From an optimization exercise on the open Yosys and OpenROAD flow, aimed at small area, a short achievable clock period and few clock cycles; shortcuts taken in it are not production practice. Only simulation tests tie the RTL to the original design; equivalence was not proved.

Design alu_top, start of the top module:
module alu_top(
    input wire clk,
    input wire reset,
    input wire [7:0] operand_a,
    input wire [7:0] operand_b,
    input wire [1:0] operation,
    input wire start,
    output reg [15:0] result,
    output wire ready,
    output reg overflow,
    output reg zero
);
    wire [7:0] a = operand_a;
    wire [7:0] b = operand_b;
    function [9:0] brow(input [7:0] m, input one, input two, input neg, input ext);
        reg [9:0] m1, m2;
        begin
            m1 = {{2{ext & m[7]}}, m};
            m2 = {ext & m[7], m, 1'b0};
            brow = (({10{one}} & m1) | ({10{two}} & m2)) ^ {10{neg}};
        end
    endfunction
    function [2:0] benc(input [2:0] x);
        benc = {x[1] ^ x[0], (x[2] & ~x[1] & ~x[0]) | (~x[2] & x[1] & x[0]), x[2]};
    endfunction
    reg busy;           
    reg is_div;         
    reg [1:0] cnt;      
    reg flag;           
    reg [7:0] M;        
    reg [16:0] W;       
    wire [7:0] R = W[15:8];
    wire [7:0] QL = W[7:0];
    wire [13:0] P = W[13:0];                         
    wire [2:0] e3 = W[16:14];
    wire [9:0] B1 = {2'b00, b} ^ {10{operation[0]}};
    wire [10:0] S1 = {3'b000, a} + {1'b0, B1} + {10'd0, operation[0]};
    wire [7:0] s = S1[7:0];
    wire as_ov = (a[7] == (b[7] ^ operation[0])) && (s[7] != a[7]);
    wire lt = S1[9];                                 
    wire lt2 = {1'b0, a} < {b, 1'b0};                
    wire [2:0] e0 = benc({a[1:0], 1'b0});
    wire [2:0] e1 = benc(a[3:1]);
    wire [2:0] e2 = benc(a[5:3]);
    wire [9:0] r0 = brow(b, e0[2], e0[1], e0[0], 1'b1);
    wire [9:0] r1 = brow(b, e1[2], e1[1], e1[0], 1'b1);
  ...
Size in the first run: ~800 cells after synthesis, ~30 flip-flops, roughly 40 I/O pins.
==> flow/config.mk <==
export PLATFORM = sky130hd
export DESIGN_NAME = alu_top
export DESIGN_NICKNAME = alu_top
export VERILOG_FILES = /design/flow/design.v
export SDC_FILE = /design/flow/constraint.sdc
export NUM_CORES = 4
export LEC_CHECK = 0
export ABC_AREA = 1
export CAP_MARGIN = 20
export CORE_MARGIN = 2
export CORE_UTILIZATION = 70
export SETUP_SLACK_MARGIN = 1.8
export SLEW_MARGIN = 20
==> flow/constraint.sdc <==
create_clock -name core_clock -period 7.0 [get_ports {clk}]
set_input_delay 1.4000 -clock core_clock [delete_from_list [all_inputs] [get_ports {clk}]]
set_output_delay 1.4000 -clock core_clock [all_outputs]
set_load 0.01 [all_outputs]
standard.sh (not shown) runs the stock make flow with config.mk's settings and CLKGATE_MAP_FILE= SYNTH_SCRIPT=/design/flow/synth_recipe.tcl, a recipe that flattens the netlist after the stock synthesis.
==> flow/flow/run.sh <==
#!/bin/bash
# Standard layout, with the port buffers made of sky130_fd_sc_hd__buf_2 cells
# (buffer_ports otherwise picks the slow clkdlybuf4s50_1). Every port is still buffered.
set -euo pipefail
export BUFFER_PORTS_ARGS="-buffer_cell sky130_fd_sc_hd__buf_2"
bash standard.sh > standard.log 2>&1
Testbench counts at the start, summed over its fixed seeds: cycles 4,589.
Next try:
CTS_BUF_LIST = sky130_fd_sc_hd__clkbuf_8   (was unset)
SETUP_SLACK_MARGIN = 0.2   (was 1.8)
After rerunning: The changed run produced a clean layout. Register-to-register slack degrades by 0.73 ns. Sequential share of layout area increases by 0.35 points.
Next try:
CORE_UTILIZATION = 65   (was 70)
SETUP_SLACK_MARGIN = 1.8   (was 0.2)
Via count fell by 0.51%.
Final cell count increases by 1.5%.
Clock-buffer cell count stays the same.

lane 1:
alu_top, a different RTL version from the one above (not shown whole).
Size in the first run: about 690 cells after synthesis, ~30 flip-flops, ~4600 µm² of cells after synthesis.
clock: 7.0 ns
lec_check: 0
abc_area: 1
cap_margin: 20
core_margin: 2
core_utilization: 70
cts_buf_list: sky130_fd_sc_hd__clkbuf_8
setup_slack_margin: 0.2
slew_margin: 20
Scripts as last shown in full above: flow/flow/run.sh
Lane 1 completed every stage of the flow, and the final layout passed the timing, design-rule and antenna checks.
Testbench counts of lane 1, summed over its fixed seeds: cycles 4,589.
Relative to lane 1, the following input files were edited for lane 2:
- a change of CORE_UTILIZATION from 70 to 55
Max met1 track demand over resource in global routing across lane 1 and lane 2: lane 1
Global placement routability congestion (lane 2 over lane 1): increase, about 3.3%
[lane 2 vs lane 1] number of placed instances, taps included: higher in lane 2
[diff] shortest period the worst path allows, lane 2 relative to lane 1: regression
Changes observed in lane 2 relative to lane 1: max-slew headroom at the worst pin +21 points; total stage count of the critical path +7.4%.
Taking lane 1 as the reference, in lane 2 final clock period utilization by the worst path went up by 3.5 points.

== run 1 ==
Another version of the RTL of alu_top (not shown whole).
For scale: roughly 710 cells after synthesis, roughly 30 flip-flops, about 0.0047 mm^2 of cells after synthesis.
make LEC_CHECK=0 ABC_AREA=1 CAP_MARGIN=20 CORE_MARGIN=2 CORE_UTILIZATION=40 SETUP_SLACK_MARGIN=0.2 SLEW_MARGIN=20 finish   # period 7.0 ns
run.sh (not shown) runs the stock make flow with config.mk's settings and CLKGATE_MAP_FILE= SYNTH_SCRIPT=/design/flow/synth_recipe.tcl, a recipe that flattens the netlist after the stock synthesis.
Stock flow here: none of the scripts above is used.
Testbench counts of run 1, summed over its fixed seeds: cycles 4,589.
Input-level comparison between run 2 and run 1:
Settings: putting CTS_BUF_LIST at sky130_fd_sc_hd__clkbuf_4 where nothing was set; swapping 0.2 for 0.7 in SETUP_SLACK_MARGIN.
==> flow/flow/run.sh (new file) <==
#!/bin/bash
# Standard layout, with the port buffers made of sky130_fd_sc_hd__buf_2 cells
# (buffer_ports otherwise picks the slow clkdlybuf4s50_1). Every port is still buffered.
set -euo pipefail
export BUFFER_PORTS_ARGS="-buffer_cell sky130_fd_sc_hd__buf_2"
bash standard.sh > standard.log 2>&1
==> flow/standard.sh (new file) <==
#!/bin/bash
# synth_recipe.tcl (not shown) runs the flow's synth.tcl, then flattens the netlist and writes it again
# the make line also repeats each setting of config.mk as NAME=value (left out here)
make -C /OpenROAD-flow-scripts/flow DESIGN_CONFIG=/design/flow/config.mk WORK_HOME=/design/flow/orfs CLKGATE_MAP_FILE= SYNTH_SCRIPT=/design/flow/synth_recipe.tcl "${@:-finish}"
removed: flow/run.sh
## What came out
Between run 2 and run 1, utilization after layout is higher for run 1, run 2 comes in under that. Final critical-path share of the clock period in run 2 is 7.8 points below run 1. When run 2 is measured against run 1, its number of nets in the final layout turns out 0.97% higher. Relative to run 1, met2 demand-to-capacity share in global routing has decreased by 4.9 points in run 2. Summary of run 2 over run 1: finished layout cell area fell 2.2%; least setup slack across all paths after layout rose by 540 ps; number of setup buffers added after CTS shows an increase of 4. Taking run 2 as 1.0, run 1 lands at 0.869 on number of buffers other than clock buffers in the final layout. Run comparison: run 2 library cell contributing the largest single delay on the critical path ha_1; run 1 library cell contributing the largest single delay on the critical path clkdlybuf4s50_1. Run 2 ends up with a clock period minus final worst setup slack that is 540 ps lower than in run 1.
Input changes introduced in run 3 (baseline for comparison: run 2):
Settings: SETUP_SLACK_MARGIN changed from 0.7 to 0.2.
--- outcome ---
In the final reports, the cell area of run 3 is smaller than that of run 2. A end point of the critical path of result[13] is what run 2 shows, while result[8] belongs to run 3. Per the comparison of run 3 with run 2, clock slew at the register clock pins of the worst setup and hold paths essentially unchanged, wire length of the first global-routing pass essentially unchanged, fraction of area in multi-input gates increased 1.0 points, delay contributed by the slowest stage of the critical path increased 160 ps. dfxtp_1 as the slowest cell on the critical path was reported by run 3, and ha_1 by run 2.

## afterwards: timing with drivers on the ports
No port has a modelled driver above. Below, the same layouts with a new extraction and two added sets of constraints. Step 1 assumes that a clkbuf_16 drives the clock port and a buf_2 every other input. Step 2 also shifts input and output timing later by t, the mid clock arrival at the registers, as if the neighbouring blocks saw the same clock. a / b / c = ideal ports / drivers / drivers and shift; a / b = the first two.
run | shift t [ns] | slack for setup (ns) | hold WS [ns] | worst setup path at the end
the first run of note 1 | 0.310 | 1.928 / 1.908 / 1.759 | 0.488 / 0.488 / 0.488 | input to register
the second run of note 1 | 0.309 | 1.365 / 1.337 / 1.363 | 0.489 / 0.489 / 0.489 | input to register
the third run of note 1 | 0.315 | 1.971 / 1.959 / 1.664 | 0.456 / 0.456 / 0.456 | input to register
lane 1 | 0.305 | 0.680 / 0.653 / 0.843 | 0.449 / 0.449 / 0.449 | input to output
lane 2 | 0.311 | 0.432 / 0.403 / 0.714 | 0.439 / 0.439 / 0.439 | register to output
run 1 | 0.314 | 0.396 / 0.373 / 0.373 | 0.433 / 0.433 / 0.433 | input to output
run 2 | 0.357 | 0.940 / 0.916 / 0.916 | 0.444 / 0.444 / 0.444 | input to output
run 3 | 0.358 | 0.617 / 0.585 / 0.841 | 0.446 / 0.446 / 0.446 | input to output
After both steps every run listed still meets setup and hold. For the third run of note 1, which loses most, drivers alone change the setup slack by -0.012 ns; drivers and shift together by -0.307 ns.
